From an optimization exercise on the open Yosys and OpenROAD flow, aimed at small area, a short achievable clock period and few clock cycles; shortcuts taken in it are not production practice. Function was checked by simulation only, so behaviour that the tests miss may differ from the original.

==> flow/flow/run.sh <==
#!/bin/bash
# Standard ORFS layout with two additions (same clock period and constraints):
#  1. after the standard synthesis, flow/polarity.py removes the inverters that
#     Yosys's full-adder extraction leaves between adders (logic unchanged);
#  2. timing repair aims at a larger setup slack than the default.
set -euo pipefail
RES="$PWD/orfs/results/$FLOW_PLATFORM/geofence/base"
LIB="$FLOW_HOME/platforms/$FLOW_PLATFORM/lib/sky130_fd_sc_hd__tt_025C_1v80.lib"
bash standard.sh "$RES/1_2_yosys.v" > synth.log 2>&1
cp "$RES/1_2_yosys.v" 1_2_yosys.before_polarity.v
python3 flow/polarity.py "$RES/1_2_yosys.v" "$LIB" > polarity.log 2>&1
bash standard.sh SETUP_SLACK_MARGIN=6.5 finish > layout.log 2>&1
==> flow/flow/polarity.py <==
#!/usr/bin/env python3
"""Inverter clean-up for a Yosys-mapped sky130hd netlist (flat, one module).

A full adder is self-dual: FA(~a, ~b, ~c) = (~sum, ~cout).  Simple gates have
an output-complemented twin with the same pins (and2/nand2, or2/nor2, ...).
This pass removes every inverter, then picks for each full adder and each such
gate whether it works in complemented polarity, so that as few signals as
possible need an inverter, re-adding one inverter per signal that still needs
its complement.  The logic function of the netlist is unchanged.

usage: polarity.py netlist.v liberty.lib [out.v]
"""
import re, sys, random

src, libf = sys.argv[1], sys.argv[2]
dst = sys.argv[3] if len(sys.argv) > 3 else src
P = "sky130_fd_sc_hd__"
OUTPINS = {"X", "Y", "Q", "Q_N", "SUM", "COUT", "HI", "LO"}
PAIRS = [("and2", "nand2"), ("or2", "nor2"), ("xor2", "xnor2"), ("a21o", "a21oi"),
         ("o21a", "o21ai"), ("a22o", "a22oi"), ("o22a", "o22ai"), ("and3", "nand3"),
         ("or3", "nor3"), ("and4", "nand4"), ("or4", "nor4"), ("a211o", "a211oi"),
         ("o211a", "o211ai"), ("a31o", "a31oi"), ("o31a", "o31ai"), ("and2b", "nand2b"),
         ("or2b", "nor2b"), ("mux2", "mux2i")]
COMP = {}
for a, b in PAIRS:
    COMP[a] = b
    COMP[b] = a

lib = open(libf).read()
area = {}
cpos = [(m.start(), m.group(1)) for m in re.finditer(r'cell \("(' + P + r'\w+)"\)', lib)]
for i, (pos, name) in enumerate(cpos):
    end = cpos[i + 1][0] if i + 1 < len(cpos) else len(lib)
    m = re.search(r'\n\s*area : ([0-9.]+);', lib[pos:end])
    if m:
        area[name] = float(m.group(1))
dont_use = {"sky130_fd_sc_hd__probe_p_8", "sky130_fd_sc_hd__probec_p_8"}

def family(t):
    m = re.match(P + r'(\w+?)_(\d+)$', t)
    return (m.group(1), int(m.group(2))) if m else (None, None)

def comp_type(t):
    fam, _ = family(t)
    c = COMP.get(fam)
    if not c:
        return None
    for size in (1, 2, 0, 4):
        name = f"{P}{c}_{size}"
        if name in area:
            return name
    return None

text = open(src).read()
mstart = text.index("module ")
hdr_end = text.index(";", mstart) + 1
endm = text.rindex("endmodule")
body = text[hdr_end:endm]
inst_re = re.compile(r'\n(\s*)(' + P + r'\w+)\s+(\S+)\s*\((.*?)\);', re.S)
pin_re = re.compile(r'\.(\w+)\(\s*((?:\\\S+\s)|[^()\s]*)\s*\)')
cells = []
for m in inst_re.finditer(body):
    pins = [(p, n.strip()) for p, n in pin_re.findall(m.group(4))]
    cells.append({"type": m.group(2), "name": m.group(3), "pins": pins, "span": m.span()})
ports = set()
for m in re.finditer(r'\n\s*(?:input|output|inout)\s+(?:\[[^\]]*\]\s*)?([^;]+);', body):
    for n in m.group(1).split(","):
        ports.add(n.strip())
def netbase(n):
    return n.split("[")[0].strip() if not n.startswith("\\") else n

drv = {}
for i, c in enumerate(cells):
    for p, n in c["pins"]:
        if p in OUTPINS and n:
            drv[n] = (i, p)

def is_inv(c):
    fam, _ = family(c["type"])
    return fam in ("inv", "clkinv")

removable = set()
for i, c in enumerate(cells):
    if is_inv(c):
        y = dict(c["pins"]).get("Y")
        a = dict(c["pins"]).get("A")
        if y and a and netbase(y) not in ports and not y.startswith("1'") and not a.startswith("1'"):
            removable.add(i)

memo = {}
def base(n):
    if n in memo:
        return memo[n]
    d = drv.get(n)
    if d and d[0] in removable:
        a = dict(cells[d[0]]["pins"])["A"]
        b, q = base(a)
        r = (b, q ^ 1)
    else:
        r = (n, 0)
    memo[n] = r
    return r

flip_kind = {}
for i, c in enumerate(cells):
    if i in removable:
        continue
    fam, _ = family(c["type"])
    if fam == "fa":
        flip_kind[i] = "fa"
    elif fam in COMP and comp_type(c["type"]):
        flip_kind[i] = "gate"
flip = {i: 0 for i in flip_kind}

# consumer pins
cons = {}      # base -> list of (cell, pin index, q)
for i, c in enumerate(cells):
    if i in removable:
        continue
    for k, (p, n) in enumerate(c["pins"]):
        if p in OUTPINS or not n or n.startswith("1'"):
            continue
        b, q = base(n)
        cons.setdefault(b, []).append((i, k, q))
cell_in_bases = {}
for b, lst in cons.items():
    for i, k, q in lst:
        cell_in_bases.setdefault(i, set()).add(b)
cell_out_bases = {}
for n, (i, p) in drv.items():
    if i not in removable:
        cell_out_bases.setdefault(i, set()).add(n)

def fdrv(b):
    d = drv.get(b)
    return flip.get(d[0], 0) if d else 0

def needs(b):
    fd = fdrv(b)
    for i, k, q in cons.get(b, ()):
        fc = flip[i] if flip_kind.get(i) == "fa" else 0
        if q ^ fc ^ fd:
            return 1
    return 0

INV = area[P + "inv_1"]
def gate_cost(i):
    if flip_kind.get(i) == "gate" and flip[i]:
        return area[comp_type(cells[i]["type"])] - area[cells[i]["type"]]
    return 0.0

def affected(i):
    s = set(cell_out_bases.get(i, ()))
    if flip_kind[i] == "fa":
        s |= cell_in_bases.get(i, set())
    return s

def total():
    return INV * sum(needs(b) for b in cons) + sum(gate_cost(i) for i in flip_kind)

start = total()
before_inv = len(removable)
rng = random.Random(1)
order = list(flip_kind)

def local_cost(i):
    aff = affected(i)
    return INV * sum(needs(b) for b in aff) + gate_cost(i)

def greedy():
    improved = True
    passes = 0
    while improved and passes < 50:
        improved = False
        passes += 1
        rng.shuffle(order)
        for i in order:
            c0 = local_cost(i)
            flip[i] ^= 1
            c1 = local_cost(i)
            if c1 < c0 - 1e-9:
                improved = True
            else:
                flip[i] ^= 1

# simulated annealing over flips of single cells and of a full adder together
# with the simple gates that drive its inputs
groups = [[i] for i in order]
for i in order:
    if flip_kind[i] != "fa":
        continue
    g = [i]
    for p, n in cells[i]["pins"]:
        if p in OUTPINS:
            continue
        d = drv.get(base(n)[0]) if n else None
        if d and flip_kind.get(d[0]) == "gate" and d[0] not in g:
            g.append(d[0])
    if len(g) > 1:
        groups.append(g)

def group_cost(g):
    aff = set()
    for i in g:
        aff |= affected(i)
    return INV * sum(needs(b) for b in aff) + sum(gate_cost(i) for i in g)

import math
cur = total()
best, bestflip = cur, dict(flip)
T0, T1 = 4.0, 0.05
steps = 400 * len(groups) if groups else 0
for s_ in range(steps):
    T = T0 * (T1 / T0) ** (s_ / max(1, steps - 1))
    g = groups[rng.randrange(len(groups))]
    c0 = group_cost(g)
    for i in g:
        flip[i] ^= 1
    c1 = group_cost(g)
    d = c1 - c0
    if d <= 0 or rng.random() < math.exp(-d / T):
        cur += d
        if cur < best - 1e-9:
            best, bestflip = cur, dict(flip)
    else:
        for i in g:
            flip[i] ^= 1
flip.update(bestflip)
greedy()
end = total()

# rewrite
newpins = {i: list(c["pins"]) for i, c in enumerate(cells)}
newtype = {i: c["type"] for i, c in enumerate(cells)}
for i, k in flip_kind.items():
    if k == "gate" and flip[i]:
        t = comp_type(cells[i]["type"])
        newtype[i] = t
        outp = "Y" if family(t)[0] in [b for a, b in PAIRS] and family(t)[0] != "mux2" or family(t)[0] == "mux2i" else "X"
        # inverting families use Y, non-inverting use X
        fam = family(t)[0]
        outp = "Y" if fam in ("nand2", "nor2", "xnor2", "a21oi", "o21ai", "a22oi", "o22ai", "nand3", "nor3", "nand4", "nor4", "a211oi", "o211ai", "a31oi", "o31ai", "nand2b", "nor2b", "mux2i") else "X"
        newpins[i] = [((outp if p in ("X", "Y") else p), n) for p, n in newpins[i]]
newinv = []
newwires = []
cnt = 0
for b, lst in cons.items():
    fd = fdrv(b)
    invnet = None
    for i, k, q in lst:
        fc = flip[i] if flip_kind.get(i) == "fa" else 0
        if q ^ fc ^ fd:
            if invnet is None:
                cnt += 1
                invnet = f"_pol{cnt}_"
                newwires.append(invnet)
                newinv.append((f"_polinv{cnt}_", b, invnet))
            n = invnet
        else:
            n = b
        p, _ = newpins[i][k]
        newpins[i][k] = (p, n)

def fmt(n):
    return n + " " if n.startswith("\\") else n
out = []
pos = 0
for i, c in enumerate(cells):
    s, e = c["span"]
    out.append(body[pos:s])
    pos = e
    if i in removable:
        continue
    ind = "\n  "
    pins = ",\n".join(f"    .{p}({fmt(n)})" for p, n in newpins[i])
    out.append(f"{ind}{newtype[i]} {c['name']} (\n{pins}\n  );")
out.append(body[pos:])
for name, a, y in newinv:
    out.append(f"  {P}inv_1 {name} (\n    .A({fmt(a)}),\n    .Y({y})\n  );\n")
nb = "".join(out)
decl = "".join(f"\n  wire {w};" for w in newwires)
res = text[:hdr_end] + decl + nb + text[endm:]
open(dst, "w").write(res)
nflip = sum(1 for i in flip if flip[i])
print(f"polarity: removed {before_inv} inverters, added {len(newinv)}; flipped {nflip} cells; cost {start:.1f} -> {end:.1f} (um2, inverters + gate swaps)")
==> flow/standard.sh <==
#!/bin/bash
# synth_recipe.tcl (not shown) runs the flow's synth.tcl, then flattens the netlist and writes it again
# the make line also repeats each setting of config.mk as NAME=value (left out here)
make -C /OpenROAD-flow-scripts/flow DESIGN_CONFIG=/design/flow/config.mk WORK_HOME=/design/flow/orfs CLKGATE_MAP_FILE= SYNTH_SCRIPT=/design/flow/synth_recipe.tcl "${@:-finish}"
==> flow/config.mk <==
export PLATFORM = sky130hd
export DESIGN_NAME = geofence
export DESIGN_NICKNAME = geofence
export VERILOG_FILES = /design/flow/design.v
export SDC_FILE = /design/flow/constraint.sdc
export NUM_CORES = 4
export LEC_CHECK = 0
export CAP_MARGIN = 20
export CORE_MARGIN = 2
export CORE_UTILIZATION = 40
export SLEW_MARGIN = 20
==> flow/constraint.sdc <==
create_clock -name core_clock -period 13.0 [get_ports {clk}]
set_input_delay 2.6000 -clock core_clock [delete_from_list [all_inputs] [get_ports {clk}]]
set_output_delay 2.6000 -clock core_clock [all_outputs]
set_load 0.01 [all_outputs]
==> flow/design.v <==
`timescale 1ns/10ps
module geofence (clk, reset, X, Y, valid, is_inside);
input clk;
input reset;
input [9:0] X;
input [9:0] Y;
output reg valid;
output reg is_inside;
localparam S0 = 2'd0, S1 = 2'd1, S3 = 2'd3;
reg [3:0] cnt;           
reg [1:0] st;
reg       sf;
reg       z0;
reg [9:0] px, py;        
reg       wsx, wsy;      
reg [9:0] wmx, wmy_n;        
wire [9:0] wmy = ~wmy_n;
reg       lsx, lsy, rsx, rsy;
reg [9:0] lmx_n, lmy, rmx_n, rmy;       
wire [9:0] lmx = ~lmx_n, rmx = ~rmx_n;
wire [10:0] dx = {1'b0, X} - {1'b0, px};
wire [10:0] dy = {1'b0, Y} - {1'b0, py};
wire       dsx = dx[10];
wire       dsy = dy[10];
wire [9:0] dmx = (dx[9:0] ^ {10{dsx}}) + {9'd0, dsx};
wire [9:0] dmy = (dy[9:0] ^ {10{dsy}}) + {9'd0, dsy};
wire lzx = lmx == 0, lzy = lmy == 0, wzx = wmx == 0, wzy = wmy == 0;
wire rzx = rmx == 0, rzy = rmy == 0;
wire a_s1 = lsx ^ wsy, a_s2 = lsy ^ wsx;      
wire b_s1 = wsy ^ rsx, b_s2 = wsx ^ rsy;      
wire a_n, b_n;
xsign ua (.a(lmx), .b(wmy), .c(lmy), .d(wmx), .inj(a_s1),  .neg(a_n));
xsign ub (.a(wmy), .b(rmx), .c(wmx), .d(rmy), .inj(!b_s1), .neg(b_n));
wire a_fz = (lzx || wzy) && (lzy || wzx);     
wire b_fz = (wzy || rzx) && (wzx || rzy);
wire a_neg  = (a_s1 != a_s2) ? (a_s1 && !a_fz) : (a_s1 ^ a_n);
wire b_neg  = (b_s1 != b_s2) ? (!b_s1 && !b_fz) : !(b_s1 ^ b_n);
wire w_zero = wzx && wzy;
wire opp = (!lzx && (lsx != wsx)) || (!lzy && (lsy != wsy));
wire set_l  = ((st == S0) && !w_zero) || ((st == S1) && a_neg);
wire set_r  = ((st == S0) && !w_zero) || ((st == S1) && b_neg);
wire flip_l = (st == S3) && a_neg;
wire flip_r = (st == S3) && b_neg;
wire sf_n   = sf || ((st == S1) && a_neg && b_neg);
wire z0_n   = (st == S0) || ((st == S1) && z0 && !a_neg && !b_neg);
reg [1:0] st_n;
always @(*) begin
    st_n = st;
    case (st)
    S0: if (!w_zero) st_n = S1;
    S1: if (!w_zero && z0 && !a_neg && !b_neg && opp) st_n = S3;
    S3: if (a_neg || b_neg) st_n = S1;
    default: st_n = st;
    endcase
end
wire proc = (cnt >= 4'd2) && (cnt <= 4'd8);
always @(posedge clk or posedge reset) begin
    if (reset) begin
        cnt <= 4'd0;
        st <= S0;
        sf <= 1'b0;
        z0 <= 1'b0;
        valid <= 1'b0;
        is_inside <= 1'b0;
    end else begin
        cnt <= (cnt == 4'd9) ? 4'd0 : cnt + 4'd1;
        valid <= (cnt == 4'd8);
        if (cnt == 4'd8) is_inside <= sf_n;
        if (proc) begin
            st <= st_n;
            sf <= sf_n;
            z0 <= z0_n;
        end else begin
            st <= S0;
            sf <= 1'b0;
            z0 <= 1'b0;
        end
    end
end
always @(posedge clk) begin
    if (cnt == 4'd0) begin
        px <= X;
        py <= Y;
    end
    wsx <= dsx; wmx <= dmx;
    wsy <= dsy; wmy_n <= ~dmy;
    if (proc && set_l) begin
        lsx <= wsx; lmx_n <= ~wmx;
        lsy <= wsy; lmy <= wmy;
    end else if (proc && flip_l) begin
        lsx <= !lsx;
        lsy <= !lsy;
    end
    if (proc && set_r) begin
        rsx <= wsx; rmx_n <= ~wmx;
        rsy <= wsy; rmy <= wmy;
    end else if (proc && flip_r) begin
        rsx <= !rsx;
        rsy <= !rsy;
    end
end
endmodule
module xsign (input [9:0] a, input [9:0] b, input [9:0] c, input [9:0] d, input inj, output neg);
wire injn = ~inj;
wire t1, t2, t3, t4, t5, t6, t7, t8, t9, t10, t11, t12, t13, t14, t15, t16, t17, t18, t19, t20, t21, t22, t23, t24, t25, t26, t27, t28, t29, t30, t31, t32, t33, t34, t35, t36, t37, t38, t39, t40, t41, t42, t43, t44, t45, t46, t47, t48, t49, t50, t51, t52, t53, t54, t55, t56, t57, t58, t59, t60, t61, t62, t63, t64, t65, t66, t67, t68, t69, t70, t71, t72, t73, t74, t75, t76, t77, t78, t79, t80, t81, t82, t83, t84, t85, t86, t87, t88, t89, t90, t91, t92, t93, t94, t95, t96, t97, t98, t99, t100, t101, t102, t103, t104, t105, t106, t107, t108, t109, t110, t111, t112, t113, t114, t115, t116, t117, t118, t119, t120, t121, t122, t123, t124, t125, t126, t127, t128, t129, t130, t131, t132, t133, t134, t135, t136, t137, t138, t139, t140, t141, t142, t143, t144, t145, t146, t147, t148, t149, t150, t151, t152, t153, t154, t155, t156, t157, t158, t159, t160, t161, t162, t163, t164, t165, t166, t167, t168, t169, t170, t171, t172, t173, t174, t175, t176, t177, t178, t179, t180, t181, t182, t183, t184, t185, t186, t187, t188, t189, t190, t191, t192, t193, t194, t195, t196, t197, t198, t199, t200, t201, t202, t203, t204, t205, t206, t207, t208, t209, t210, t211, t212, t213, t214, t215, t216, t217, t218, t219, t220, t221, t222, t223, t224, t225, t226, t227, t228, t229, t230, t231, t232, t233, t234, t235, t236, t237, t238, t239, t240, t241, t242, t243, t244, t245, t246, t247, t248, t249, t250, t251, t252, t253, t254, t255, t256, t257, t258, t259, t260, t261, t262, t263, t264, t265, t266, t267, t268, t269, t270, t271, t272, t273, t274, t275, t276, t277, t278, t279, t280, t281, t282, t283, t284, t285, t286, t287, t288, t289, t290, t291, t292, t293, t294, t295, t296, t297, t298, t299, t300, t301, t302, t303, t304, t305, t306, t307, t308, t309, t310, t311, t312, t313, t314, t315, t316, t317, t318, t319, t320, t321, t322, t323, t324, t325, t326, t327, t328, t329, t330, t331, t332, t333, t334, t335, t336, t337, t338, t339, t340, t341, t342, t343, t344, t345, t346, t347, t348, t349, t350, t351, t352, t353, t354, t355, t356, t357, t358, t359, t360, t361, t362, t363, t364, t365, t366, t367, t368, t369, t370, t371, t372, t373, t374, t375, t376, t377, t378, t379, t380, t381, t382, t383, t384, t385, t386, t387, t388, t389, t390, t391, t392, t393, t394, t395, t396, t397, t398, t399, t400, t401, t402, t403, t404, t405, t406, t407, t408, t409, t410, t411, t412, t413, t414, t415, t416, t417, t418, t419, t420, t421, t422, t423, t424, t425, t426, t427, t428, t429, t430, t431, t432, t433, t434, t435, t436, t437, t438, t439, t440, t441, t442, t443, t444, t445, t446, t447, t448, t449, t450, t451, t452, t453, t454, t455, t456, t457, t458, t459, t460, t461, t462, t463, t464, t465, t466, t467, t468, t469, t470, t471, t472, t473, t474, t475, t476, t477, t478, t479, t480, t481, t482, t483, t484, t485, t486, t487, t488, t489, t490, t491, t492, t493, t494, t495, t496, t497, t498, t499, t500, t501, t502, t503, t504, t505, t506, t507, t508, t509, t510, t511, t512, t513, t514, t515, t516, t517, t518, t519, t520, t521, t522, t523, t524, t525, t526, t527, t528, t529, t530, t531, t532, t533, t534, t535, t536, t537, t538, t539, t540, t541, t542, t543, t544, t545, t546, t547, t548, t549, t550, t551, t552, t553, t554, t555, t556, t557, t558, t559, t560, t561, t562, t563, t564, t565, t566, t567;
assign t1 = (a[0] & b[0]);
assign t2 = ~(c[0] & d[0]);
assign t3 = injn;
assign t4 = (a[0] & b[1]);
assign t5 = (a[1] & b[0]);
assign t6 = ~(c[1] & d[0]);
assign t7 = ~(c[0] & d[1]);
assign t8 = (a[0] & b[2]);
assign t9 = (a[1] & b[1]);
assign t10 = (a[2] & b[0]);
assign t11 = ~(c[2] & d[0]);
assign t12 = ~(c[1] & d[1]);
assign t13 = ~(c[0] & d[2]);
assign t14 = (a[0] & b[3]);
assign t15 = (a[1] & b[2]);
assign t16 = (a[2] & b[1]);
assign t17 = (a[3] & b[0]);
assign t18 = ~(c[3] & d[0]);
assign t19 = ~(c[2] & d[1]);
assign t20 = ~(c[1] & d[2]);
assign t21 = ~(c[0] & d[3]);
assign t22 = (a[0] & b[4]);
assign t23 = (a[1] & b[3]);
assign t24 = (a[2] & b[2]);
assign t25 = (a[3] & b[1]);
assign t26 = (a[4] & b[0]);
assign t27 = ~(c[4] & d[0]);
assign t28 = ~(c[3] & d[1]);
assign t29 = ~(c[2] & d[2]);
assign t30 = ~(c[1] & d[3]);
assign t31 = ~(c[0] & d[4]);
assign t32 = (a[0] & b[5]);
assign t33 = (a[1] & b[4]);
assign t34 = (a[2] & b[3]);
assign t35 = (a[3] & b[2]);
assign t36 = (a[4] & b[1]);
assign t37 = (a[5] & b[0]);
assign t38 = ~(c[5] & d[0]);
assign t39 = ~(c[4] & d[1]);
assign t40 = ~(c[3] & d[2]);
assign t41 = ~(c[2] & d[3]);
assign t42 = ~(c[1] & d[4]);
assign t43 = ~(c[0] & d[5]);
assign t44 = (a[0] & b[6]);
assign t45 = (a[1] & b[5]);
assign t46 = (a[2] & b[4]);
assign t47 = (a[3] & b[3]);
assign t48 = (a[4] & b[2]);
assign t49 = (a[5] & b[1]);
assign t50 = (a[6] & b[0]);
assign t51 = ~(c[6] & d[0]);
assign t52 = ~(c[5] & d[1]);
assign t53 = ~(c[4] & d[2]);
assign t54 = ~(c[3] & d[3]);
assign t55 = ~(c[2] & d[4]);
assign t56 = ~(c[1] & d[5]);
assign t57 = ~(c[0] & d[6]);
assign t58 = (a[0] & b[7]);
assign t59 = (a[1] & b[6]);
assign t60 = (a[2] & b[5]);
assign t61 = (a[3] & b[4]);
assign t62 = (a[4] & b[3]);
assign t63 = (a[5] & b[2]);
assign t64 = (a[6] & b[1]);
assign t65 = (a[7] & b[0]);
assign t66 = ~(c[7] & d[0]);
assign t67 = ~(c[6] & d[1]);
assign t68 = ~(c[5] & d[2]);
assign t69 = ~(c[4] & d[3]);
assign t70 = ~(c[3] & d[4]);
assign t71 = ~(c[2] & d[5]);
assign t72 = ~(c[1] & d[6]);
assign t73 = ~(c[0] & d[7]);
assign t74 = (a[0] & b[8]);
assign t75 = (a[1] & b[7]);
assign t76 = (a[2] & b[6]);
assign t77 = (a[3] & b[5]);
assign t78 = (a[4] & b[4]);
assign t79 = (a[5] & b[3]);
assign t80 = (a[6] & b[2]);
assign t81 = (a[7] & b[1]);
assign t82 = (a[8] & b[0]);
assign t83 = ~(c[8] & d[0]);
assign t84 = ~(c[7] & d[1]);
assign t85 = ~(c[6] & d[2]);
assign t86 = ~(c[5] & d[3]);
assign t87 = ~(c[4] & d[4]);
assign t88 = ~(c[3] & d[5]);
assign t89 = ~(c[2] & d[6]);
assign t90 = ~(c[1] & d[7]);
assign t91 = ~(c[0] & d[8]);
assign t92 = (a[0] & b[9]);
assign t93 = (a[1] & b[8]);
assign t94 = (a[2] & b[7]);
assign t95 = (a[3] & b[6]);
assign t96 = (a[4] & b[5]);
assign t97 = (a[5] & b[4]);
assign t98 = (a[6] & b[3]);
assign t99 = (a[7] & b[2]);
assign t100 = (a[8] & b[1]);
assign t101 = (a[9] & b[0]);
assign t102 = ~(c[9] & d[0]);
assign t103 = ~(c[8] & d[1]);
assign t104 = ~(c[7] & d[2]);
assign t105 = ~(c[6] & d[3]);
assign t106 = ~(c[5] & d[4]);
assign t107 = ~(c[4] & d[5]);
assign t108 = ~(c[3] & d[6]);
assign t109 = ~(c[2] & d[7]);
assign t110 = ~(c[1] & d[8]);
assign t111 = ~(c[0] & d[9]);
assign t112 = (a[1] & b[9]);
assign t113 = (a[2] & b[8]);
assign t114 = (a[3] & b[7]);
assign t115 = (a[4] & b[6]);
assign t116 = (a[5] & b[5]);
assign t117 = (a[6] & b[4]);
assign t118 = (a[7] & b[3]);
assign t119 = (a[8] & b[2]);
assign t120 = (a[9] & b[1]);
assign t121 = ~(c[9] & d[1]);
assign t122 = ~(c[8] & d[2]);
assign t123 = ~(c[7] & d[3]);
assign t124 = ~(c[6] & d[4]);
assign t125 = ~(c[5] & d[5]);
assign t126 = ~(c[4] & d[6]);
assign t127 = ~(c[3] & d[7]);
assign t128 = ~(c[2] & d[8]);
assign t129 = ~(c[1] & d[9]);
assign t130 = (a[2] & b[9]);
assign t131 = (a[3] & b[8]);
assign t132 = (a[4] & b[7]);
assign t133 = (a[5] & b[6]);
assign t134 = (a[6] & b[5]);
assign t135 = (a[7] & b[4]);
assign t136 = (a[8] & b[3]);
assign t137 = (a[9] & b[2]);
assign t138 = ~(c[9] & d[2]);
assign t139 = ~(c[8] & d[3]);
assign t140 = ~(c[7] & d[4]);
assign t141 = ~(c[6] & d[5]);
assign t142 = ~(c[5] & d[6]);
assign t143 = ~(c[4] & d[7]);
assign t144 = ~(c[3] & d[8]);
assign t145 = ~(c[2] & d[9]);
assign t146 = (a[3] & b[9]);
assign t147 = (a[4] & b[8]);
assign t148 = (a[5] & b[7]);
assign t149 = (a[6] & b[6]);
assign t150 = (a[7] & b[5]);
assign t151 = (a[8] & b[4]);
assign t152 = (a[9] & b[3]);
assign t153 = ~(c[9] & d[3]);
assign t154 = ~(c[8] & d[4]);
assign t155 = ~(c[7] & d[5]);
assign t156 = ~(c[6] & d[6]);
assign t157 = ~(c[5] & d[7]);
assign t158 = ~(c[4] & d[8]);
assign t159 = ~(c[3] & d[9]);
assign t160 = (a[4] & b[9]);
assign t161 = (a[5] & b[8]);
assign t162 = (a[6] & b[7]);
assign t163 = (a[7] & b[6]);
assign t164 = (a[8] & b[5]);
assign t165 = (a[9] & b[4]);
assign t166 = ~(c[9] & d[4]);
assign t167 = ~(c[8] & d[5]);
assign t168 = ~(c[7] & d[6]);
assign t169 = ~(c[6] & d[7]);
assign t170 = ~(c[5] & d[8]);
assign t171 = ~(c[4] & d[9]);
assign t172 = (a[5] & b[9]);
assign t173 = (a[6] & b[8]);
assign t174 = (a[7] & b[7]);
assign t175 = (a[8] & b[6]);
assign t176 = (a[9] & b[5]);
assign t177 = ~(c[9] & d[5]);
assign t178 = ~(c[8] & d[6]);
assign t179 = ~(c[7] & d[7]);
assign t180 = ~(c[6] & d[8]);
assign t181 = ~(c[5] & d[9]);
assign t182 = (a[6] & b[9]);
assign t183 = (a[7] & b[8]);
assign t184 = (a[8] & b[7]);
assign t185 = (a[9] & b[6]);
assign t186 = ~(c[9] & d[6]);
assign t187 = ~(c[8] & d[7]);
assign t188 = ~(c[7] & d[8]);
assign t189 = ~(c[6] & d[9]);
assign t190 = (a[7] & b[9]);
assign t191 = (a[8] & b[8]);
assign t192 = (a[9] & b[7]);
assign t193 = ~(c[9] & d[7]);
assign t194 = ~(c[8] & d[8]);
assign t195 = ~(c[7] & d[9]);
assign t196 = (a[8] & b[9]);
assign t197 = (a[9] & b[8]);
assign t198 = ~(c[9] & d[8]);
assign t199 = ~(c[8] & d[9]);
assign t200 = (a[9] & b[9]);
assign t201 = ~(c[9] & d[9]);
assign {t203, t202} = {1'b0, t92} + {1'b0, t93} + {1'b0, t94};
assign t204 = t112 ^ t113;
assign t205 = t112 & t113;
assign {t207, t206} = {1'b0, t44} + {1'b0, t45} + {1'b0, t46};
assign {t209, t208} = {1'b0, t58} + {1'b0, t59} + {1'b0, t60};
assign {t211, t210} = {1'b0, t61} + {1'b0, t62} + {1'b0, t63};
assign t212 = t64 ^ t65;
assign t213 = t64 & t65;
assign {t215, t214} = {1'b0, t74} + {1'b0, t75} + {1'b0, t76};
assign {t217, t216} = {1'b0, t77} + {1'b0, t78} + {1'b0, t79};
assign {t219, t218} = {1'b0, t80} + {1'b0, t81} + {1'b0, t82};
assign {t221, t220} = {1'b0, t83} + {1'b0, t84} + {1'b0, t85};
assign t222 = t86 ^ t87;
assign t223 = t86 & t87;
assign {t225, t224} = {1'b0, t95} + {1'b0, t96} + {1'b0, t97};
assign {t227, t226} = {1'b0, t98} + {1'b0, t99} + {1'b0, t100};
assign {t229, t228} = {1'b0, t101} + {1'b0, t102} + {1'b0, t103};
assign {t231, t230} = {1'b0, t104} + {1'b0, t105} + {1'b0, t106};
assign {t233, t232} = {1'b0, t107} + {1'b0, t108} + {1'b0, t109};
assign t234 = t110 ^ t111;
assign t235 = t110 & t111;
assign {t237, t236} = {1'b0, t114} + {1'b0, t115} + {1'b0, t116};
assign {t239, t238} = {1'b0, t117} + {1'b0, t118} + {1'b0, t119};
assign {t241, t240} = {1'b0, t120} + {1'b0, t121} + {1'b0, t122};
assign {t243, t242} = {1'b0, t123} + {1'b0, t124} + {1'b0, t125};
assign {t245, t244} = {1'b0, t126} + {1'b0, t127} + {1'b0, t128};
assign t246 = ~(t129 ^ t204);
assign t247 = t129 | t204;
assign {t249, t248} = {1'b0, t130} + {1'b0, t131} + {1'b0, t132};
assign {t251, t250} = {1'b0, t133} + {1'b0, t134} + {1'b0, t135};
assign {t253, t252} = {1'b0, t136} + {1'b0, t137} + {1'b0, t138};
assign {t255, t254} = {1'b0, t139} + {1'b0, t140} + {1'b0, t141};
assign {t257, t256} = {1'b0, t142} + {1'b0, t143} + {1'b0, t144};
assign {t259, t258} = {1'b0, t146} + {1'b0, t147} + {1'b0, t148};
assign {t261, t260} = {1'b0, t149} + {1'b0, t150} + {1'b0, t151};
assign {t263, t262} = {1'b0, t152} + {1'b0, t153} + {1'b0, t154};
assign {t265, t264} = {1'b0, t160} + {1'b0, t161} + {1'b0, t162};
assign {t267, t266} = {1'b0, t22} + {1'b0, t23} + {1'b0, t24};
assign {t269, t268} = {1'b0, t32} + {1'b0, t33} + {1'b0, t34};
assign {t271, t270} = {1'b0, t35} + {1'b0, t36} + {1'b0, t37};
assign t272 = t38 ^ t39;
assign t273 = t38 & t39;
assign {t275, t274} = {1'b0, t47} + {1'b0, t48} + {1'b0, t49};
assign {t277, t276} = {1'b0, t50} + {1'b0, t51} + {1'b0, t52};
assign {t279, t278} = {1'b0, t53} + {1'b0, t54} + {1'b0, t55};
assign t280 = t56 ^ t57;
assign t281 = t56 & t57;
assign {t283, t282} = {1'b0, t66} + {1'b0, t67} + {1'b0, t68};
assign {t285, t284} = {1'b0, t69} + {1'b0, t70} + {1'b0, t71};
assign t286 = ~(t72 ^ t73);
assign t287 = t72 | t73;
assign {t289, t288} = {1'b0, t208} + {1'b0, t210} + {1'b0, t212};
assign {t291, t290} = {1'b0, t88} + {1'b0, t89} + {1'b0, t90};
assign t292 = ~(t91 ^ t214);
assign t293 = t91 | t214;
assign {t295, t294} = {1'b0, t216} + {1'b0, t218} + {1'b0, t220};
assign {t297, t296} = {1'b0, t222} + {1'b0, t209} + {1'b0, t211};
assign t298 = ~(t224 ^ t202);
assign t299 = t224 | t202;
assign {t301, t300} = {1'b0, t226} + {1'b0, t228} + {1'b0, t230};
assign {t303, t302} = {1'b0, t232} + {1'b0, t234} + {1'b0, t215};
assign {t305, t304} = {1'b0, t217} + {1'b0, t219} + {1'b0, t221};
assign {t307, t306} = {1'b0, t203} + {1'b0, t236} + {1'b0, t238};
assign {t309, t308} = {1'b0, t240} + {1'b0, t242} + {1'b0, t244};
assign {t311, t310} = {1'b0, t246} + {1'b0, t225} + {1'b0, t227};
assign {t313, t312} = {1'b0, t229} + {1'b0, t231} + {1'b0, t233};
assign {t315, t314} = {1'b0, t145} + {1'b0, t205} + {1'b0, t248};
assign {t317, t316} = {1'b0, t250} + {1'b0, t252} + {1'b0, t254};
assign {t319, t318} = {1'b0, t256} + {1'b0, t237} + {1'b0, t239};
assign {t321, t320} = {1'b0, t241} + {1'b0, t243} + {1'b0, t245};
assign {t323, t322} = {1'b0, t155} + {1'b0, t156} + {1'b0, t157};
assign {t325, t324} = {1'b0, t158} + {1'b0, t159} + {1'b0, t258};
assign {t327, t326} = {1'b0, t260} + {1'b0, t262} + {1'b0, t249};
assign {t329, t328} = {1'b0, t251} + {1'b0, t253} + {1'b0, t255};
assign {t331, t330} = {1'b0, t163} + {1'b0, t164} + {1'b0, t165};
assign {t333, t332} = {1'b0, t166} + {1'b0, t167} + {1'b0, t168};
assign {t335, t334} = {1'b0, t169} + {1'b0, t170} + {1'b0, t171};
assign {t337, t336} = {1'b0, t264} + {1'b0, t259} + {1'b0, t261};
assign {t339, t338} = {1'b0, t172} + {1'b0, t173} + {1'b0, t174};
assign {t341, t340} = {1'b0, t175} + {1'b0, t176} + {1'b0, t177};
assign {t343, t342} = {1'b0, t178} + {1'b0, t179} + {1'b0, t180};
assign {t345, t344} = {1'b0, t182} + {1'b0, t183} + {1'b0, t184};
assign t346 = t8 ^ t9;
assign t347 = t8 & t9;
assign {t349, t348} = {1'b0, t14} + {1'b0, t15} + {1'b0, t16};
assign {t351, t350} = {1'b0, t17} + {1'b0, t18} + {1'b0, t19};
assign {t353, t352} = {1'b0, t25} + {1'b0, t26} + {1'b0, t27};
assign {t355, t354} = {1'b0, t28} + {1'b0, t29} + {1'b0, t30};
assign t356 = ~t31;
assign t357 = t31;
assign {t359, t358} = {1'b0, t40} + {1'b0, t41} + {1'b0, t42};
assign t360 = ~(t43 ^ t268);
assign t361 = t43 | t268;
assign {t363, t362} = {1'b0, t270} + {1'b0, t272} + {1'b0, t267};
assign t364 = ~(t274 ^ t206);
assign t365 = t274 | t206;
assign {t367, t366} = {1'b0, t276} + {1'b0, t278} + {1'b0, t280};
assign {t369, t368} = {1'b0, t269} + {1'b0, t271} + {1'b0, t273};
assign {t371, t370} = {1'b0, t207} + {1'b0, t282} + {1'b0, t284};
assign {t373, t372} = {1'b0, t286} + {1'b0, t288} + {1'b0, t275};
assign {t375, t374} = {1'b0, t277} + {1'b0, t279} + {1'b0, t281};
assign {t377, t376} = {1'b0, t213} + {1'b0, t290} + {1'b0, t292};
assign {t379, t378} = {1'b0, t294} + {1'b0, t296} + {1'b0, t283};
assign {t381, t380} = {1'b0, t285} + {1'b0, t287} + {1'b0, t289};
assign {t383, t382} = {1'b0, t223} + {1'b0, t298} + {1'b0, t300};
assign {t385, t384} = {1'b0, t302} + {1'b0, t304} + {1'b0, t291};
assign {t387, t386} = {1'b0, t293} + {1'b0, t295} + {1'b0, t297};
assign {t389, t388} = {1'b0, t235} + {1'b0, t306} + {1'b0, t308};
assign {t391, t390} = {1'b0, t310} + {1'b0, t312} + {1'b0, t299};
assign {t393, t392} = {1'b0, t301} + {1'b0, t303} + {1'b0, t305};
assign {t395, t394} = {1'b0, t247} + {1'b0, t314} + {1'b0, t316};
assign {t397, t396} = {1'b0, t318} + {1'b0, t320} + {1'b0, t307};
assign {t399, t398} = {1'b0, t309} + {1'b0, t311} + {1'b0, t313};
assign {t401, t400} = {1'b0, t257} + {1'b0, t322} + {1'b0, t324};
assign {t403, t402} = {1'b0, t326} + {1'b0, t328} + {1'b0, t315};
assign {t405, t404} = {1'b0, t317} + {1'b0, t319} + {1'b0, t321};
assign {t407, t406} = {1'b0, t263} + {1'b0, t330} + {1'b0, t332};
assign {t409, t408} = {1'b0, t334} + {1'b0, t336} + {1'b0, t323};
assign {t411, t410} = {1'b0, t325} + {1'b0, t327} + {1'b0, t329};
assign {t413, t412} = {1'b0, t181} + {1'b0, t265} + {1'b0, t338};
assign {t415, t414} = {1'b0, t340} + {1'b0, t342} + {1'b0, t331};
assign {t417, t416} = {1'b0, t333} + {1'b0, t335} + {1'b0, t337};
assign {t419, t418} = {1'b0, t185} + {1'b0, t186} + {1'b0, t187};
assign {t421, t420} = {1'b0, t188} + {1'b0, t189} + {1'b0, t344};
assign {t423, t422} = {1'b0, t339} + {1'b0, t341} + {1'b0, t343};
assign {t425, t424} = {1'b0, t190} + {1'b0, t191} + {1'b0, t192};
assign {t427, t426} = {1'b0, t193} + {1'b0, t194} + {1'b0, t195};
assign t428 = t4 ^ t5;
assign t429 = t4 & t5;
assign {t431, t430} = {1'b0, t10} + {1'b0, t11} + {1'b0, t12};
assign t432 = ~t13;
assign t433 = t13;
assign t434 = ~(t20 ^ t21);
assign t435 = t20 | t21;
assign {t437, t436} = {1'b0, t348} + {1'b0, t350} + {1'b0, t347};
assign {t439, t438} = {1'b0, t266} + {1'b0, t352} + {1'b0, t354};
assign {t441, t440} = {1'b0, t356} + {1'b0, t349} + {1'b0, t351};
assign {t443, t442} = {1'b0, t358} + {1'b0, t360} + {1'b0, t362};
assign {t445, t444} = {1'b0, t353} + {1'b0, t355} + {1'b0, t357};
assign {t447, t446} = {1'b0, t364} + {1'b0, t366} + {1'b0, t368};
assign {t449, t448} = {1'b0, t359} + {1'b0, t361} + {1'b0, t363};
assign {t451, t450} = {1'b0, t370} + {1'b0, t372} + {1'b0, t374};
assign {t453, t452} = {1'b0, t365} + {1'b0, t367} + {1'b0, t369};
assign {t455, t454} = {1'b0, t376} + {1'b0, t378} + {1'b0, t380};
assign {t457, t456} = {1'b0, t371} + {1'b0, t373} + {1'b0, t375};
assign {t459, t458} = {1'b0, t382} + {1'b0, t384} + {1'b0, t386};
assign {t461, t460} = {1'b0, t377} + {1'b0, t379} + {1'b0, t381};
assign {t463, t462} = {1'b0, t388} + {1'b0, t390} + {1'b0, t392};
assign {t465, t464} = {1'b0, t383} + {1'b0, t385} + {1'b0, t387};
assign {t467, t466} = {1'b0, t394} + {1'b0, t396} + {1'b0, t398};
assign {t469, t468} = {1'b0, t389} + {1'b0, t391} + {1'b0, t393};
assign {t471, t470} = {1'b0, t400} + {1'b0, t402} + {1'b0, t404};
assign {t473, t472} = {1'b0, t395} + {1'b0, t397} + {1'b0, t399};
assign {t475, t474} = {1'b0, t406} + {1'b0, t408} + {1'b0, t410};
assign {t477, t476} = {1'b0, t401} + {1'b0, t403} + {1'b0, t405};
assign {t479, t478} = {1'b0, t412} + {1'b0, t414} + {1'b0, t416};
assign {t481, t480} = {1'b0, t407} + {1'b0, t409} + {1'b0, t411};
assign {t483, t482} = {1'b0, t418} + {1'b0, t420} + {1'b0, t422};
assign {t485, t484} = {1'b0, t413} + {1'b0, t415} + {1'b0, t417};
assign {t487, t486} = {1'b0, t345} + {1'b0, t424} + {1'b0, t426};
assign {t489, t488} = {1'b0, t419} + {1'b0, t421} + {1'b0, t423};
assign {t491, t490} = {1'b0, t196} + {1'b0, t197} + {1'b0, t198};
assign {t493, t492} = {1'b0, t199} + {1'b0, t425} + {1'b0, t427};
assign t494 = t6 ^ t7;
assign t495 = t6 & t7;
assign {t497, t496} = {1'b0, t346} + {1'b0, t430} + {1'b0, t432};
assign {t499, t498} = {1'b0, t434} + {1'b0, t436} + {1'b0, t431};
assign {t501, t500} = {1'b0, t438} + {1'b0, t440} + {1'b0, t435};
assign {t503, t502} = {1'b0, t442} + {1'b0, t444} + {1'b0, t439};
assign {t505, t504} = {1'b0, t446} + {1'b0, t448} + {1'b0, t443};
assign {t507, t506} = {1'b0, t450} + {1'b0, t452} + {1'b0, t447};
assign {t509, t508} = {1'b0, t454} + {1'b0, t456} + {1'b0, t451};
assign {t511, t510} = {1'b0, t458} + {1'b0, t460} + {1'b0, t455};
assign {t513, t512} = {1'b0, t462} + {1'b0, t464} + {1'b0, t459};
assign {t515, t514} = {1'b0, t466} + {1'b0, t468} + {1'b0, t463};
assign {t517, t516} = {1'b0, t470} + {1'b0, t472} + {1'b0, t467};
assign {t519, t518} = {1'b0, t474} + {1'b0, t476} + {1'b0, t471};
assign {t521, t520} = {1'b0, t478} + {1'b0, t480} + {1'b0, t475};
assign {t523, t522} = {1'b0, t482} + {1'b0, t484} + {1'b0, t479};
assign {t525, t524} = {1'b0, t486} + {1'b0, t488} + {1'b0, t483};
assign {t527, t526} = {1'b0, t490} + {1'b0, t492} + {1'b0, t487};
assign {t529, t528} = {1'b0, t200} + {1'b0, t201} + {1'b0, t491};
assign t530 = t1 ^ t2;
assign t531 = t1 & t2;
assign t532 = ~(t494 ^ t428);
assign t533 = t494 | t428;
assign {t535, t534} = {1'b0, t429} + {1'b0, t496} + {1'b0, t495};
assign {t537, t536} = {1'b0, t433} + {1'b0, t498} + {1'b0, t497};
assign {t539, t538} = {1'b0, t437} + {1'b0, t500} + {1'b0, t499};
assign {t541, t540} = {1'b0, t441} + {1'b0, t502} + {1'b0, t501};
assign {t543, t542} = {1'b0, t445} + {1'b0, t504} + {1'b0, t503};
assign {t545, t544} = {1'b0, t449} + {1'b0, t506} + {1'b0, t505};
assign {t547, t546} = {1'b0, t453} + {1'b0, t508} + {1'b0, t507};
assign {t549, t548} = {1'b0, t457} + {1'b0, t510} + {1'b0, t509};
assign {t551, t550} = {1'b0, t461} + {1'b0, t512} + {1'b0, t511};
assign {t553, t552} = {1'b0, t465} + {1'b0, t514} + {1'b0, t513};
assign {t555, t554} = {1'b0, t469} + {1'b0, t516} + {1'b0, t515};
assign {t557, t556} = {1'b0, t473} + {1'b0, t518} + {1'b0, t517};
assign {t559, t558} = {1'b0, t477} + {1'b0, t520} + {1'b0, t519};
assign {t561, t560} = {1'b0, t481} + {1'b0, t522} + {1'b0, t521};
assign {t563, t562} = {1'b0, t485} + {1'b0, t524} + {1'b0, t523};
assign {t565, t564} = {1'b0, t489} + {1'b0, t526} + {1'b0, t525};
assign {t567, t566} = {1'b0, t493} + {1'b0, t528} + {1'b0, t527};
wire [20:0] r1 = {1'b1, t529, t566, t564, t562, t560, t558, t556, t554, t552, t550, t548, t546, t544, t542, t540, t538, t536, t534, t532, t3};
wire [20:0] r2 = {1'b0, t567, t565, t563, t561, t559, t557, t555, t553, t551, t549, t547, t545, t543, t541, t539, t537, t535, t533, t531, t530};
wire cg0_0 = (r1[1] & r2[1]) | ((r1[1] | r2[1]) & (r1[0] & r2[0]));
wire cp0_0 = (r1[1] | r2[1]) & (r1[0] | r2[0]);
wire cg0_2 = (r1[3] & r2[3]) | ((r1[3] | r2[3]) & (r1[2] & r2[2]));
wire cp0_2 = (r1[3] | r2[3]) & (r1[2] | r2[2]);
wire cg0_4 = (r1[5] & r2[5]) | ((r1[5] | r2[5]) & (r1[4] & r2[4]));
wire cp0_4 = (r1[5] | r2[5]) & (r1[4] | r2[4]);
wire cg0_6 = (r1[7] & r2[7]) | ((r1[7] | r2[7]) & (r1[6] & r2[6]));
wire cp0_6 = (r1[7] | r2[7]) & (r1[6] | r2[6]);
wire cg0_8 = (r1[9] & r2[9]) | ((r1[9] | r2[9]) & (r1[8] & r2[8]));
wire cp0_8 = (r1[9] | r2[9]) & (r1[8] | r2[8]);
wire cg0_10 = (r1[11] & r2[11]) | ((r1[11] | r2[11]) & (r1[10] & r2[10]));
wire cp0_10 = (r1[11] | r2[11]) & (r1[10] | r2[10]);
wire cg0_12 = (r1[13] & r2[13]) | ((r1[13] | r2[13]) & (r1[12] & r2[12]));
wire cp0_12 = (r1[13] | r2[13]) & (r1[12] | r2[12]);
wire cg0_14 = (r1[15] & r2[15]) | ((r1[15] | r2[15]) & (r1[14] & r2[14]));
wire cp0_14 = (r1[15] | r2[15]) & (r1[14] | r2[14]);
wire cg0_16 = (r1[17] & r2[17]) | ((r1[17] | r2[17]) & (r1[16] & r2[16]));
wire cp0_16 = (r1[17] | r2[17]) & (r1[16] | r2[16]);
wire cg0_18 = (r1[19] & r2[19]) | ((r1[19] | r2[19]) & (r1[18] & r2[18]));
wire cp0_18 = (r1[19] | r2[19]) & (r1[18] | r2[18]);
wire cg1_0 = cg0_2 | (cp0_2 & cg0_0);
wire cp1_0 = cp0_2 & cp0_0;
wire cg1_2 = cg0_6 | (cp0_6 & cg0_4);
wire cp1_2 = cp0_6 & cp0_4;
wire cg1_4 = cg0_10 | (cp0_10 & cg0_8);
wire cp1_4 = cp0_10 & cp0_8;
wire cg1_6 = cg0_14 | (cp0_14 & cg0_12);
wire cp1_6 = cp0_14 & cp0_12;
wire cg1_8 = cg0_18 | (cp0_18 & cg0_16);
wire cp1_8 = cp0_18 & cp0_16;
wire cg2_0 = cg1_2 | (cp1_2 & cg1_0);
wire cp2_0 = cp1_2 & cp1_0;
wire cg2_2 = cg1_6 | (cp1_6 & cg1_4);
wire cp2_2 = cp1_6 & cp1_4;
wire cg3_0 = cg2_2 | (cp2_2 & cg2_0);
wire cp3_0 = cp2_2 & cp2_0;
wire cg4_0 = cg1_8 | (cp1_8 & cg3_0);
wire cp4_0 = cp1_8 & cp3_0;
assign neg = r1[20] ^ r2[20] ^ cg4_0;
endmodule
==> key figures, run 1 <==
Yosys
  – Syn_nets: 1836
  – Syn Area/Cell: 10.07 sq um
  – Mapped Cells: between 1000 and 1500
  – Yosys warns: 1
  – Syn Std Cell Area: 14380 sq um

STA
  – Crit share post-route: 0.4846
  – Slew @ Worst Pin: 0.7187 ns
  – Relative slew slack: 0.5085
  – Peak Freq: between 150 and 200 MHz
  – Final setup fails: 0
  – Fin. Hold Viols: 0
  – Setup tns final: 0 ns
  – Final min period: around 6.3 ns
  – Max Slew Vio Count: 0
  – Unrepaired setup endpoints after global routing: true
  – Clock Skew: roughly 0.017 ns

Worst setup path
  – Req. time, crit path: about 13 ns
  – Worst Setup Start Kind: register
  – Endpoint type of the worst setup path: register
  – Crit path arrival time: about 6.3 ns
  – Crit path max fanout: 22
  – Crit path kind: register to register

Floorplan
  – Core Region: around 35000 sq um
  – Vert. Die Dim: 193.6 um
  – Die area: 37490 sq um
  – Core Rows: 69
  – Io pins: 24
  – Chip width: approximately 190 um
  – Starting Density: 0.4053

Route
  – Iteration count of the initial detailed-routing pass: 5
  – Final wirelength: between 30000 and 40000 um
  – Final antenna-violating net count: 0
  – Vias: 10360
  – WL per Instance: between 15 and 20 um
  – Iteration-0 DRC Markers: about 900
  – Drc violations: 0
  – Via density: roughly 5.4

CTS
  – # clock sinks: 96
  – CTS tree: yes
  – H-tree Lvls: 3
  – Root Buffer Master: clkbuf_16
  – Total CTS buffers: 9
  – Clock-pin slew on the worst setup and hold paths: about 0.080 ns
  – Worst-Skew Late Latency: 0.36 ns
  – Bufs on Longest Clock Path: 2

Worst hold path
  – Worst min-delay path category: register to register

GRT
  – Largest net degree at the start of global routing: 23
  – First-pass GRT wire length: roughly 59000 um
  – Antenna violations before repair: 0
  – Vias in the first global route: roughly 11000
  – Global route total overflow: 0
  – Gr usage total: 0.2003

Cells and area
  – Final net count: 1877
  – Layout cell share with drive strength beyond 1: 0.09498
  – Final Util: 0.4540
  – Area delta synth->final: 12.01%
  – N_diodes: 0

Place
  – Final HPWL DP: approximately 26000 um
  – RD Place Congestion: between 0.8 and 0.9
  – IO Port Bufs: 23

Job
  – Max Cap Viol: 0

Status
  – Outcome: complete, no violations
[registers in the layout, indices dropped and copies added, names as in the netlist, 2 cells and up]
name / cells
cnt: 4
lmx_n: 10
lmy: 10
px: 10
py: 10
rmx_n: 10
rmy: 10
st: 2
wmx: 10
wmy_n: 10
[area by class of cell]
class / instances / area, sq um
inverter: 143 / 536.8
multi-input combinational: 1107 / 11020
fill: 3312 / 19370
clock buffer: 9 / 225.2
timing repair buffer: 112 / 1003
sequential: 96 / 2650
clock inverter: 7 / 96.34
tap: 461 / 576.8
[critical path, stage by stage (launching register included)]
cell      delay (ns)
dfxtp_1         0.32
buf_4           0.34
nand2_1         0.15
fa_1            0.50
fa_1            0.53
fa_1            0.58
fa_1            0.44
fa_1            0.51
fa_1            0.52
nor2b_1         0.07
a2111o_1        0.36
a211oi_1        0.19
a21oi_1         0.17
o311a_1         0.47
a21oi_2         0.24
o21ai_2         0.15
a21oi_4         0.39
[worst paths after layout]
check	start	slack [ns]	cells after the start	end
max in group asynchronous	reset	10.21	2	sf
setup / recovery	wmx[0]	6.70	16	lmy[9]
setup reg to reg	wmx[0]	6.70	16	lmy[9]
hold / removal	is_inside	0.51	1	is_inside
min in group asynchronous	reset	2.51	2	valid
hold reg to reg	is_inside	0.51	1	is_inside
[what timing repair did]
item | 4_1_cts | 5_1_grt
gates cloned | 2 | 0
setup endpoints to repair | 53 | 50
setup buffers | 20 | 58
hold buffers | 0 | 0
gates resized for setup | 25 | 19
pin swaps | 3 | 2
endpoints found under the hold margin | 0 | 0
[placed cells by master, fill, tap and decap left out, types with 6 or more instances in the layout]
| cell | n |
|---|---|
| o21ai_0 | 17 |
| dfxtp_1 | 12 |
| nor2b_1 | 16 |
| nand3_1 | 8 |
| a21oi_4 | 6 |
| dfrtp_1 | 10 |
| inv_1 | 143 |
| nand2b_1 | 10 |
| a21oi_1 | 28 |
| nor4_1 | 7 |
| xor2_1 | 17 |
| nand4_1 | 8 |
| clkbuf_16 | 9 |
| mux2i_1 | 7 |
| xnor2_1 | 24 |
| nor3_1 | 12 |
| edfxtp_1 | 64 |
| nor2_1 | 232 |
| buf_4 | 74 |
| dfxtp_4 | 10 |
| and2_1 | 17 |
| fa_1 | 328 |
| clkdlybuf4s50_1 | 23 |
| o211ai_1 | 10 |
| nand2_1 | 212 |
| ha_1 | 58 |
[routing by layer]
| metal | global-route usage | share of wire | wire length, um |
|---|---|---|---|
| met5 | 0 | 0 | 0 |
| met4 | 0.04891 | 0.019 | 693 |
| met3 | 0.02279 | 0.068 | 2497 |
| met2 | 0.3280 | 0.48 | 17600 |
| met1 | 0.2864 | 0.43 | 15780 |
[metrics by stage]
stage	worst slack, ns	std cells	hold WS, ns	instance area [sq um]
finish	6.701	1935	0.5085	16110
global route	6.466	1935	0.5584	16110
CTS	6.501	1877	0.5170	15540
detailed placement	5.573	1839	0.4957	14970
global placement	5.458	1839	0.5014	14960
floorplan	6.692	1428	0.4707	14380
Testbench counts, summed over its fixed seeds: cycles 12,800.
==> inputs of run 2 (changes only) <==
--- a/flow/config.mk
+++ b/flow/config.mk
@@ -7,5 +7,5 @@
 export LEC_CHECK = 0
 export CAP_MARGIN = 20
 export CORE_MARGIN = 2
-export CORE_UTILIZATION = 40
+export CORE_UTILIZATION = 55
 export SLEW_MARGIN = 20
==> key figures, run 2 <==
Route
  – Iteration count of the initial detailed-routing pass: 5 (unchanged)
  – Vias: 10320 (was 10360)
  – Via density: 5.683 (was 5.353)
  – Final antenna-violating net count: 0 (unchanged)
  – Final wirelength: 36490 um (was 36570 um)
  – WL per Instance: 20.10 um (was 18.90 um)
  – Iteration-0 DRC Markers: 747 (was 912)
  – Drc violations: 0 (unchanged)

CTS
  – # clock sinks: 96 (unchanged)
  – Total CTS buffers: 9 (unchanged)
  – Root Buffer Master: clkbuf_16 (unchanged)
  – Worst-Skew Late Latency: 0.35 ns (was 0.36 ns)
  – H-tree Lvls: 3 (unchanged)
  – CTS tree: yes (unchanged)
  – Bufs on Longest Clock Path: 2 (unchanged)
  – Clock-pin slew on the worst setup and hold paths: 0.07 ns (was 0.08 ns)

Floorplan
  – Core Region: 25840 sq um (was 35480 sq um)
  – Chip width: 165.7 um (was 193.6 um)
  – Vert. Die Dim: 165.7 um (was 193.6 um)
  – Die area: 27460 sq um (was 37490 sq um)
  – Starting Density: 0.5566 (was 0.4053)
  – Io pins: 24 (unchanged)
  – Core Rows: 59 (was 69)

Cells and area
  – Most common cell after layout, fill and taps aside: fa_1 (unchanged)
  – Final net count: 1883 (was 1877)
  – Final Util: 0.6190 (was 0.4540)
  – Post-layout instance area: 15990 sq um (was 16110 sq um)
  – N_diodes: 0 (unchanged)
  – FF/Latch Area: 2655 sq um (was 2650 sq um)
  – Area delta synth->final: 11.21% (was 12.01%)
  – Layout fillers: 2193 (was 3312)
  – Fin cells: 1815 (was 1935)
  – Layout cell share with drive strength beyond 1: 0.1020 (was 0.09498)
  – Area occupied by multi-input gates: 11010 sq um (was 11020 sq um)
  – Most frequent cells in the layout: fa_1, nor2_1, nand2_1 (unchanged)

STA
  – Hold_ws: 0.5001 ns (was 0.5085 ns)
  – Unrepaired setup endpoints after global routing: false (was true)
  – Final setup fails: 0 (unchanged)
  – Slew @ Worst Pin: 0.7767 ns (was 0.7187 ns)
  – Clock Skew: 0.01160 ns (was 0.01666 ns)
  – Setup tns final: 0 ns (unchanged)
  – Final min period: 6.307 ns (was 6.299 ns)
  – Max Slew Vio Count: 0 (unchanged)
  – Fin. Hold Viols: 0 (unchanged)
  – Peak Freq: 158.6 MHz (was 158.7 MHz)
  – Relative slew slack: 0.4688 (was 0.5085)
  – Fin worst setup slack: 6.693 ns (was 6.701 ns)
  – Crit share post-route: 0.4851 (was 0.4846)

Yosys
  – Syn_nets: 1836 (unchanged)
  – Syn Area/Cell: 10.07 sq um (unchanged)
  – Syn Std Cell Area: 14380 sq um (unchanged)
  – Yosys warns: 1 (unchanged)
  – Mapped Cells: 1428 (unchanged)

GRT
  – First-pass GRT wire length: 58630 um (was 59320 um)
  – Largest net degree at the start of global routing: 23 (unchanged)
  – Vias in the first global route: 11080 (about the same)
  – Gr usage total: 0.2753 (was 0.2003)
  – Global route total overflow: 0 (unchanged)
  – Antenna violations before repair: 0 (unchanged)

Place
  – Final HPWL DP: 26670 um (was 26390 um)
  – DP Worst Slack: 5.467 ns (was 5.573 ns)
  – Dpl cells: 1714 (was 1839)
  – IO Port Bufs: 23 (unchanged)
  – RD Place Congestion: 0.8288 (was 0.8618)
  – Cell Area, Placed: 14820 sq um (was 14970 sq um)

Worst setup path
  – CP delay by family, top: adder cells (unchanged)
  – Worst Setup Start Kind: register (unchanged)
  – FF-to-FF End: rmy[9] (was lmy[9])
  – Critical path cell sequence: buf_8, nand2_1, fa_1, fa_1, fa_1, fa_1, fa_1, fa_1, o211ai_1, o211ai_1, nor3_2, or4b_4, a21oi_4, mux2i_4, nand2_4, a21oi_4, buf_12 (was buf_4, nand2_1, fa_1, fa_1, fa_1, fa_1, fa_1, fa_1, nor2b_1, a2111o_1, a211oi_1, a21oi_1, o311a_1, a21oi_2, o21ai_2, a21oi_4)
  – Worst path depth: 17 (was 16)
  – R2R setup slack: 6.69 ns (was 6.70 ns)
  – Cell mode on critical path: fa_1 (unchanged)
  – Req. time, crit path: 13.07 ns (was 13.02 ns)
  – Crit path kind: register to register (unchanged)
  – Crit path arrival time: 6.37 ns (was 6.32 ns)
  – Endpoint type of the worst setup path: register (unchanged)
  – CP startpoint: wmx[5] (was wmx[0])
  – Crit path to: rmy[9] (was lmy[9])
  – Crit path max fanout: 22 (unchanged)
  – Register-to-Register Path Depth: 17 (was 16)
  – Crit-path slowest cell: fa_1 (unchanged)
  – Worst R2R Start: wmx[5] (was wmx[0])
  – WP buf/inv: 2 (was 1)
  – CP max stage delay: 0.58 ns (about the same)

Job
  – Max Cap Viol: 0 (unchanged)

Worst hold path
  – Worst min-delay path category: register to register (unchanged)
  – Hold Path Cell Cnt: 1 (unchanged)

Status
  – Outcome: complete, no violations (unchanged)
[run 2: routing by layer]
layer  routed length, um  part of all wire  GRT usage  vias to the layer above
met5                   0                 0          0                        -
met4                 975             0.027    0.07940                        0
met3                2573             0.071    0.04134                       65
met2               18550              0.51     0.4689                      391
met1               14390              0.39     0.3710                     5270
li1                    -                 -          -                     4589
[run 2: timing repair]
| item | CTS | global route |
|---|---|---|
| setup buffers | 21 | 63 |
| endpoints found under the setup margin | 52 | 46 |
| resized for setup | 26 | 29 |
| pin swaps | 2 | 4 |
| gates cloned | 1 | 0 |
| hold buffers | 0 | 0 |
[run 2: worst min path at each step]
stage / from / to / slack (ns)
floorplan: py[0] / wmy_n[0] / 0.47
global placement: is_inside / is_inside / 0.48
detailed placement: is_inside / is_inside / 0.49
CTS: is_inside / is_inside / 0.51
global route: is_inside / is_inside / 0.53
finish: is_inside / is_inside / 0.50
[run 2: area by class of cell]
class | count | area share
multi-input combinational | 1106 | 0.6885
sequential | 96 | 0.1660
timing repair buffer | 119 | 0.06532
inverter | 143 | 0.03356
tap | 335 | 0.02621
clock buffer | 9 | 0.01408
clock inverter | 7 | 0.006337
[run 2: worst register-to-register path, cell delays in order, from the launching register on]
cell and delay (ns):
dfxtp_1 0.34, buf_8 0.23, nand2_1 0.11, fa_1 0.49, fa_1 0.52, fa_1 0.58
fa_1 0.46, fa_1 0.57, fa_1 0.45, o211ai_1 0.23, o211ai_1 0.14, nor3_2 0.31
or4b_4 0.53, a21oi_4 0.21, mux2i_4 0.33, nand2_4 0.14, a21oi_4 0.21, buf_12 0.17

[what the ideal ports hide]
The results above use ideal ports. As a check the final layouts listed here were re-extracted and re-timed, cells and wires unchanged. Step 1 assumes that a clkbuf_16 drives the clock port and a buf_2 every other input. Step 2 times the ports against the registers' clock, not the clock port: input delays grow and output delays shrink by t, the midpoint of the rising clock arrivals with the driver on. a / b / c = ideal ports / drivers / drivers and shift; a / b = the first two.
run	t, ns	setup WS [ns]	worst setup path after step 2	clock arrival spread, ns
run 1	0.395	6.701 / 6.701 / 6.464	input to register	0.016 / 0.017
run 2	0.391	6.693 / 6.693 / 6.397	input to register	0.012 / 0.013
After both steps setup and hold are still met in every run listed. For run 2, which loses most, drivers alone change the setup slack by 0.000 ns; drivers and shift together by -0.296 ns.
